Source: an optimization exercise on an open RTL-to-GDS flow (aim: small area, a short achievable clock period and few clock cycles). Production flows keep margins and buffers that such runs may drop. The RTL was checked by simulation tests, not by an equivalence proof against the original design. Power figures rest on the tool's default switching activity, not on a simulated workload.

==> flow/design.v <==
`timescale 1ns / 1ps
module FBCPU #(
    parameter ADDRESS_WIDTH = 6,
    parameter DATA_WIDTH = 10
)(
    input clk,
    input rst,
    output reg [DATA_WIDTH-1:0] MDRIn,
    output reg RAMWr,
    output reg [ADDRESS_WIDTH-1:0] MAR,
    input [DATA_WIDTH-1:0] MDROut,
    output reg [5:0] PC,
    output HLT
);
reg        dec;         
reg        hlt;         
reg  [2:0] xop;         
reg  [9:0] ACC;
reg        busy;
reg        mmul;        
reg        ph2;         
reg  [9:0] P;           
reg  [9:0] A;           
reg        pb;          
assign HLT = hlt;
wire [3:0] op   = MDROut[9:6];
wire [5:0] a    = MDROut[5:0];
wire       accz = (ACC == 10'd0);
always @(*) begin
    MDRIn = ACC;
    RAMWr = dec & (op == 4'd1) & ~rst;
    MAR   = dec ? a : PC;
end
wire        bone  = P[0] ^ pb;
wire        btwo  = ~bone & (P[1] ^ P[0]);
wire        bzero = ~bone & ~btwo;
wire [10:0] yb  = busy ? ((mmul ? btwo : ~ph2) ? {A, 1'b0} : {1'b0, A}) : {1'b0, MDROut};
wire        inv = busy ? (~mmul | (P[1] & ~bzero)) : xop[0];
wire        ym  = ~busy | ~mmul | ~bzero;
wire [10:0] y   = inv ? ~yb : (ym ? yb : 11'd0);
wire [10:0] x = {1'b0, ACC};
reg  [10:0] s0, s1;        
reg  [11:0] c0, c1;        
reg         k4r, k8r0, k8r1;
integer i;
always @(*) begin
    k4r = 1'b0; k8r0 = 1'b0; k8r1 = 1'b0;
    c0 = 12'd0;
    c1 = 12'd0;
    c0[0] = inv;
    c1[0] = inv;
    for (i = 0; i < 11; i = i + 1) begin
        if (i == 4) k4r = c0[4];
        if (i == 8) begin k8r0 = c0[8]; k8r1 = c1[8]; end
        if (i == 4 || i == 8) begin
            c0[i] = 1'b0;
            c1[i] = 1'b1;
        end
        s0[i]   = x[i] ^ y[i] ^ c0[i];
        c0[i+1] = (x[i] & y[i]) | (c0[i] & (x[i] ^ y[i]));
        s1[i]   = x[i] ^ y[i] ^ c1[i];
        c1[i+1] = (x[i] & y[i]) | (c1[i] & (x[i] ^ y[i]));
    end
end
wire        k4 = k4r;
wire        k8 = k4 ? k8r1 : k8r0;
wire [10:0] s  = {k8 ? s1[10:8] : s0[10:8], k4 ? s1[7:4] : s0[7:4], s0[3:0]};
wire        c11 = k8 ? c1[11] : c0[11];
wire ge  = c11;                     
wire mul_end = (P[9:1] == 9'd0) | (A[7:0] == 8'd0);
always @(posedge clk) begin
    if (rst) begin
        dec  <= 1'b0;
        hlt  <= 1'b0;
        xop  <= 3'd1;
        busy <= 1'b0;
        PC   <= 6'd0;
        ACC  <= 10'd0;
    end else begin
        if (busy) begin
            if (mmul) begin
                ACC <= s[9:0];
                P   <= {2'b0, P[9:2]};
                A   <= {A[7:0], 2'b0};
                if (mul_end) begin
                    busy <= 1'b0;
                    dec  <= 1'b1;
                end
            end else if (!ph2) begin
                if (ge & ~P[0]) begin
                    A <= {A[8:0], 1'b0};
                    P <= {1'b0, P[9:1]};
                end
            end else begin
                if (P[9]) begin
                    ACC  <= {P[8:0], ge};
                    busy <= 1'b0;
                    dec  <= 1'b1;
                end else if (ge) begin
                    ACC <= s[9:0];
                end
                P <= {P[8:0], ge};
                A <= {1'b0, A[9:1]};
            end
        end else begin
            A    <= MDROut;
            P    <= xop[0] ? 10'h200 : ACC;
            mmul <= ~xop[0];
        end
        pb  <= busy & P[1];             
        ph2 <= busy & (ph2 | ~ge | P[0]);   
        xop <= op[2:0] | {2'b0, op[3]};
        if (hlt) begin
        end else if (!dec) begin
            if (!busy) begin
            dec <= 1'b1;
            case (xop)
                3'd0: ACC <= MDROut;
                3'd2, 3'd3: ACC <= s[9:0];
                3'd4: begin
                    ACC <= 10'd0;
                    if (!accz) begin
                        busy <= 1'b1;
                        dec  <= 1'b0;
                    end
                end
                3'd5: begin
                    if (!ge) begin
                        ACC  <= 10'd0;          
                    end else begin
                        busy <= 1'b1;
                        dec  <= 1'b0;
                    end
                end
                default: ;
            endcase
            end
        end else begin
            if (op[3]) begin
                PC  <= PC + 6'd1;
                dec <= 1'b0;
                hlt <= op[2] | op[1] | op[0];
            end else if (op[2] & op[1] & (~op[0] | accz)) begin
                PC  <= a;                       
            end else begin
                PC  <= PC + 6'd1;               
                dec <= 1'b0;
            end
        end
    end
end
endmodule
clock: 20.0 ns
lec_check: 0
abc_area: 1
cap_margin: 20
core_margin: 2
core_utilization: 40
slew_margin: 20
standard.sh (not shown) runs the stock make flow with config.mk's settings and CLKGATE_MAP_FILE= SYNTH_SCRIPT=/design/flow/synth_recipe.tcl, a recipe that flattens the netlist after the stock synthesis.
==> flow/flow/run.sh <==
#!/bin/bash
# Standard ORFS layout (the standard.sh, unchanged synthesis) with two
# changes to how the layout is optimised, not to the constraints:
#  - port buffers are buf_2 instead of the resizer's default pick
#  - repair_timing aims for a larger setup margin, so it shortens the
#    critical paths although the 20 ns clock is met with room to spare
set -euo pipefail
bash standard.sh \
  "BUFFER_PORTS_ARGS=-buffer_cell sky130_fd_sc_hd__buf_2" \
  "SETUP_SLACK_MARGIN=${MARGIN:-11.5}" \
  finish > layout.log 2>&1
The baseline passed the timing, DRC and antenna checks.
Testbench counts at the start, summed over its fixed seeds: cycles 113,290.
Rerun with:
--- a/flow/design.v
+++ b/flow/design.v
@@ -22,4 +22,5 @@
 reg  [9:0] P;           
 reg  [9:0] A;           
+reg  [3:0] k;           
 reg        pb;          
 assign HLT = hlt;
@@ -67,5 +68,6 @@
 wire [10:0] s  = {k8 ? s1[10:8] : s0[10:8], k4 ? s1[7:4] : s0[7:4], s0[3:0]};
 wire        c11 = k8 ? c1[11] : c0[11];
-wire ge  = c11;                     
+wire ge  = c11;
+wire mdz = (MDROut == 10'd0);                     
 wire mul_end = (P[9:1] == 9'd0) | (A[7:0] == 8'd0);
 always @(posedge clk) begin
@@ -82,4 +84,5 @@
                 ACC <= s[9:0];
                 P   <= {2'b0, P[9:2]};
+                pb  <= P[1];
                 A   <= {A[7:0], 2'b0};
                 if (mul_end) begin
@@ -88,10 +91,12 @@
                 end
             end else if (!ph2) begin
-                if (ge & ~P[0]) begin
+                if (ge) begin
                     A <= {A[8:0], 1'b0};
-                    P <= {1'b0, P[9:1]};
+                    k <= k + 4'd1;
+                end else begin
+                    ph2 <= 1'b1;
                 end
             end else begin
-                if (P[9]) begin
+                if (k == 4'd1) begin
                     ACC  <= {P[8:0], ge};
                     busy <= 1'b0;
@@ -102,23 +107,21 @@
                 P <= {P[8:0], ge};
                 A <= {1'b0, A[9:1]};
+                k <= k - 4'd1;
             end
-        end else begin
-            A    <= MDROut;
-            P    <= xop[0] ? 10'h200 : ACC;
-            mmul <= ~xop[0];
         end
-        pb  <= busy & P[1];             
-        ph2 <= busy & (ph2 | ~ge | P[0]);   
-        xop <= op[2:0] | {2'b0, op[3]};
         if (hlt) begin
         end else if (!dec) begin
-            if (!busy) begin
-            dec <= 1'b1;
+            xop <= 3'd1;
+            if (!busy) dec <= 1'b1;
             case (xop)
                 3'd0: ACC <= MDROut;
                 3'd2, 3'd3: ACC <= s[9:0];
                 3'd4: begin
-                    ACC <= 10'd0;
-                    if (!accz) begin
+                    ACC <= ACC[0] ? MDROut : 10'd0;
+                    if (ACC[9:1] != 9'd0) begin
+                        P    <= {1'b0, ACC[9:1]};
+                        pb   <= 1'b0;
+                        A    <= {MDROut[8:0], 1'b0};
+                        mmul <= 1'b1;
                         busy <= 1'b1;
                         dec  <= 1'b0;
@@ -126,5 +129,12 @@
                 end
                 3'd5: begin
-                    if (!ge) begin
+                    P    <= 10'd0;
+                    A    <= MDROut;
+                    k    <= 4'd1;
+                    mmul <= 1'b0;
+                    ph2  <= 1'b0;
+                    if (mdz) begin
+                        ACC  <= 10'h3FF;        
+                    end else if (!ge) begin
                         ACC  <= 10'd0;          
                     end else begin
@@ -135,5 +145,4 @@
                 default: ;
             endcase
-            end
         end else begin
             if (op[3]) begin
@@ -144,6 +153,7 @@
                 PC  <= a;                       
             end else begin
-                PC  <= PC + 6'd1;               
+                PC  <= PC + 6'd1;
                 dec <= 1'b0;
+                xop <= op[2:0];                 
             end
         end
Effect: The changed run completed without violations; routed wire length came out higher by a quarter to a third; via count climbs by a quarter to a third; final cell count went up by a quarter to a third; fmax is lower slightly; non-clock buffer count rises by 8; cell area climbs by about a fifth; clock power drops by about a fifth; total power is higher by well over a third.
Testbench counts after the change, summed over its fixed seeds: cycles 109,453.

* * *

FBCPU, a different RTL version from the one above (not shown whole).
For scale: ~3800 um2 of cells after synthesis.
==> module FBCPU, before the edit <==
module FBCPU #(
    parameter ADDRESS_WIDTH = 6,
    parameter DATA_WIDTH = 10
)(
    input clk,
    input rst,
    output reg [DATA_WIDTH-1:0] MDRIn,
    output reg RAMWr,
    output reg [ADDRESS_WIDTH-1:0] MAR,
    input [DATA_WIDTH-1:0] MDROut,
    output reg [5:0] PC,
    output HLT
);
reg        dec;         
reg        hlt;         
reg  [2:0] xop;         
reg  [9:0] ACC;
reg        busy;
reg        mmul;        
reg        ph2;         
reg  [9:0] P;           
reg  [9:0] A;           
reg        pb;          
assign HLT = hlt;
wire [3:0] op   = MDROut[9:6];
wire [5:0] a    = MDROut[5:0];
wire       accz = (ACC == 10'd0);
always @(*) begin
    MDRIn = ACC;
    RAMWr = dec & (op == 4'd1) & ~rst;
    MAR   = dec ? a : PC;
end
wire        bone  = P[0] ^ pb;
wire        btwo  = ~bone & (P[1] ^ P[0]);
wire        bzero = ~bone & ~btwo;
wire [10:0] yb  = busy ? ((mmul ? btwo : ~ph2) ? {A, 1'b0} : {1'b0, A}) : {1'b0, MDROut};
wire        inv = busy ? (~mmul | (P[1] & ~bzero)) : xop[0];
wire        ym  = ~busy | ~mmul | ~bzero;
wire [10:0] y   = inv ? ~yb : (ym ? yb : 11'd0);
wire [10:0] x = {1'b0, ACC};
reg  [10:0] s0, s1;        
reg  [11:0] c0, c1;        
reg         k4r, k8r0, k8r1;
integer i;
always @(*) begin
    k4r = 1'b0; k8r0 = 1'b0; k8r1 = 1'b0;
    c0 = 12'd0;
    c1 = 12'd0;
    c0[0] = inv;
    c1[0] = inv;
    for (i = 0; i < 11; i = i + 1) begin
        if (i == 4) k4r = c0[4];
        if (i == 8) begin k8r0 = c0[8]; k8r1 = c1[8]; end
        if (i == 4 || i == 8) begin
            c0[i] = 1'b0;
            c1[i] = 1'b1;
        end
        s0[i]   = x[i] ^ y[i] ^ c0[i];
        c0[i+1] = (x[i] & y[i]) | (c0[i] & (x[i] ^ y[i]));
        s1[i]   = x[i] ^ y[i] ^ c1[i];
        c1[i+1] = (x[i] & y[i]) | (c1[i] & (x[i] ^ y[i]));
    end
end
wire        k4 = k4r;
wire        k8 = k4 ? k8r1 : k8r0;
wire [10:0] s  = {k8 ? s1[10:8] : s0[10:8], k4 ? s1[7:4] : s0[7:4], s0[3:0]};
wire        c11 = k8 ? c1[11] : c0[11];
wire ge  = c11;                     
wire mdz = (MDROut == 10'd0);
wire mul_end = (P[9:1] == 9'd0) | (A[7:0] == 8'd0);
always @(posedge clk) begin
    if (rst) begin
        dec  <= 1'b0;
        hlt  <= 1'b0;
        xop  <= 3'd1;
        busy <= 1'b0;
        PC   <= 6'd0;
        ACC  <= 10'd0;
    end else begin
        if (busy) begin
            if (mmul) begin
                ACC <= s[9:0];
                P   <= {2'b0, P[9:2]};
                A   <= {A[7:0], 2'b0};
                if (mul_end) begin
                    busy <= 1'b0;
                    dec  <= 1'b1;
                end
            end else if (!ph2) begin
                if (ge) begin
                    A <= {A[8:0], 1'b0};
                    P <= {1'b0, P[9:1]};
                end
            end else begin
                if (P[9]) begin
                    ACC  <= {P[8:0], ge};
                    busy <= 1'b0;
                    dec  <= 1'b1;
                end else if (ge) begin
                    ACC <= s[9:0];
                end
                P <= {P[8:0], ge};
                A <= {1'b0, A[9:1]};
            end
        end else begin
            A    <= xop[0] ? MDROut : {MDROut[8:0], 1'b0};
            P    <= xop[0] ? 10'h200 : {1'b0, ACC[9:1]};
            mmul <= ~xop[0];
        end
        pb  <= busy & P[1];             
        ph2 <= busy & (ph2 | ~ge);      
        xop <= op[2:0] | {2'b0, op[3]};
        if (hlt) begin
        end else if (!dec) begin
            if (!busy) begin
            dec <= 1'b1;
            case (xop)
                3'd0: ACC <= MDROut;
                3'd2, 3'd3: ACC <= s[9:0];
                3'd4: begin
                    ACC <= ACC[0] ? MDROut : 10'd0;
                    if (ACC[9:1] != 9'd0) begin
                        busy <= 1'b1;
                        dec  <= 1'b0;
                    end
                end
                3'd5: begin
                    if (mdz) begin
                        ACC  <= 10'h3FF;        
                    end else if (!ge) begin
                        ACC  <= 10'd0;          
                    end else begin
                        busy <= 1'b1;
                        dec  <= 1'b0;
                    end
                end
                default: ;
            endcase
            end
        end else begin
            if (op[3]) begin
                PC  <= PC + 6'd1;
                dec <= 1'b0;
                hlt <= op[2] | op[1] | op[0];
            end else if (op[2] & op[1] & (~op[0] | accz)) begin
                PC  <= a;                       
            end else begin
                PC  <= PC + 6'd1;               
                dec <= 1'b0;
            end
        end
    end
end
endmodule
clock: 20.0 ns
lec_check: 0
abc_area: 1
cap_margin: 20
core_margin: 2
core_utilization: 40
slew_margin: 20
Scripts as last shown in full above: flow/flow/run.sh
Testbench counts at the start, summed over its fixed seeds: cycles 109,453.
Rerun with:
--- a/flow/design.v
+++ b/flow/design.v
@@ -65,11 +65,10 @@
 wire        k4 = k4r;
 wire        k8 = k4 ? k8r1 : k8r0;
 wire [10:0] s  = {k8 ? s1[10:8] : s0[10:8], k4 ? s1[7:4] : s0[7:4], s0[3:0]};
 wire        c11 = k8 ? c1[11] : c0[11];
 wire ge  = c11;                     
-wire mdz = (MDROut == 10'd0);
 wire mul_end = (P[9:1] == 9'd0) | (A[7:0] == 8'd0);
 always @(posedge clk) begin
     if (rst) begin
         dec  <= 1'b0;
         hlt  <= 1'b0;
@@ -86,11 +85,11 @@
                 if (mul_end) begin
                     busy <= 1'b0;
                     dec  <= 1'b1;
                 end
             end else if (!ph2) begin
-                if (ge) begin
+                if (ge & ~P[0]) begin
                     A <= {A[8:0], 1'b0};
                     P <= {1'b0, P[9:1]};
                 end
             end else begin
                 if (P[9]) begin
@@ -107,11 +106,11 @@
             A    <= xop[0] ? MDROut : {MDROut[8:0], 1'b0};
             P    <= xop[0] ? 10'h200 : {1'b0, ACC[9:1]};
             mmul <= ~xop[0];
         end
         pb  <= busy & P[1];             
-        ph2 <= busy & (ph2 | ~ge);      
+        ph2 <= busy & (ph2 | ~ge | P[0]);   
         xop <= op[2:0] | {2'b0, op[3]};
         if (hlt) begin
         end else if (!dec) begin
             if (!busy) begin
             dec <= 1'b1;
@@ -124,13 +123,11 @@
                         busy <= 1'b1;
                         dec  <= 1'b0;
                     end
                 end
                 3'd5: begin
-                    if (mdz) begin
-                        ACC  <= 10'h3FF;        
-                    end else if (!ge) begin
+                    if (!ge) begin
                         ACC  <= 10'd0;          
                     end else begin
                         busy <= 1'b1;
                         dec  <= 1'b0;
                     end
The changed run passed the timing, DRC and antenna checks.
Wire length shrinks by 3.0%.
Sequential share of layout area grows by 1.2 points.
First-iteration DRC count shrinks by 2.7%.
Hold slack gets better by 0.022 ns.
Die area shrinks by 3.0%.
Power shrinks by 11%.
Testbench counts after the change, summed over its fixed seeds: cycles 111,993.

afterwards: timing with drivers on the ports:
In the flow no input, the clock included, has a driving cell. The finished layouts below were timed again as built, in two steps.
Step 1, drivers: a clkbuf_16 drives clk and a buf_2 each remaining input, both assumed.
Step 2, shift: input delay + t, output delay - t, t = (earliest + latest rising clock arrival at the registers) / 2. This alone moves slack from input paths to output paths.
a / b / c = ideal ports / drivers / drivers and shift; a / b = the first two.
run	shift t [ns]	setup slack, ns	latest minus earliest clock arrival (ns)	slew at the worst register clock pin (ns)	worst slew at a driven data input, ns
the first run of note 1	0.339	11.467 / 11.414 / 11.414	0.013 / 0.014	0.10 / 0.10	0.11
the second run of note 1	0.349	11.433 / 11.388 / 11.388	0.009 / 0.008	0.10 / 0.10	0.06
the first run of note 2	0.336	11.477 / 11.439 / 11.384	0.011 / 0.011	0.10 / 0.10	0.06
the second run of note 2	0.341	11.459 / 11.369 / 11.369	0.013 / 0.014	0.10 / 0.10	0.15
After both steps setup and hold are still met in every run listed. The setup slack of the first run of note 2, which loses most, moves by -0.038 ns with the drivers and by -0.093 ns with both steps.
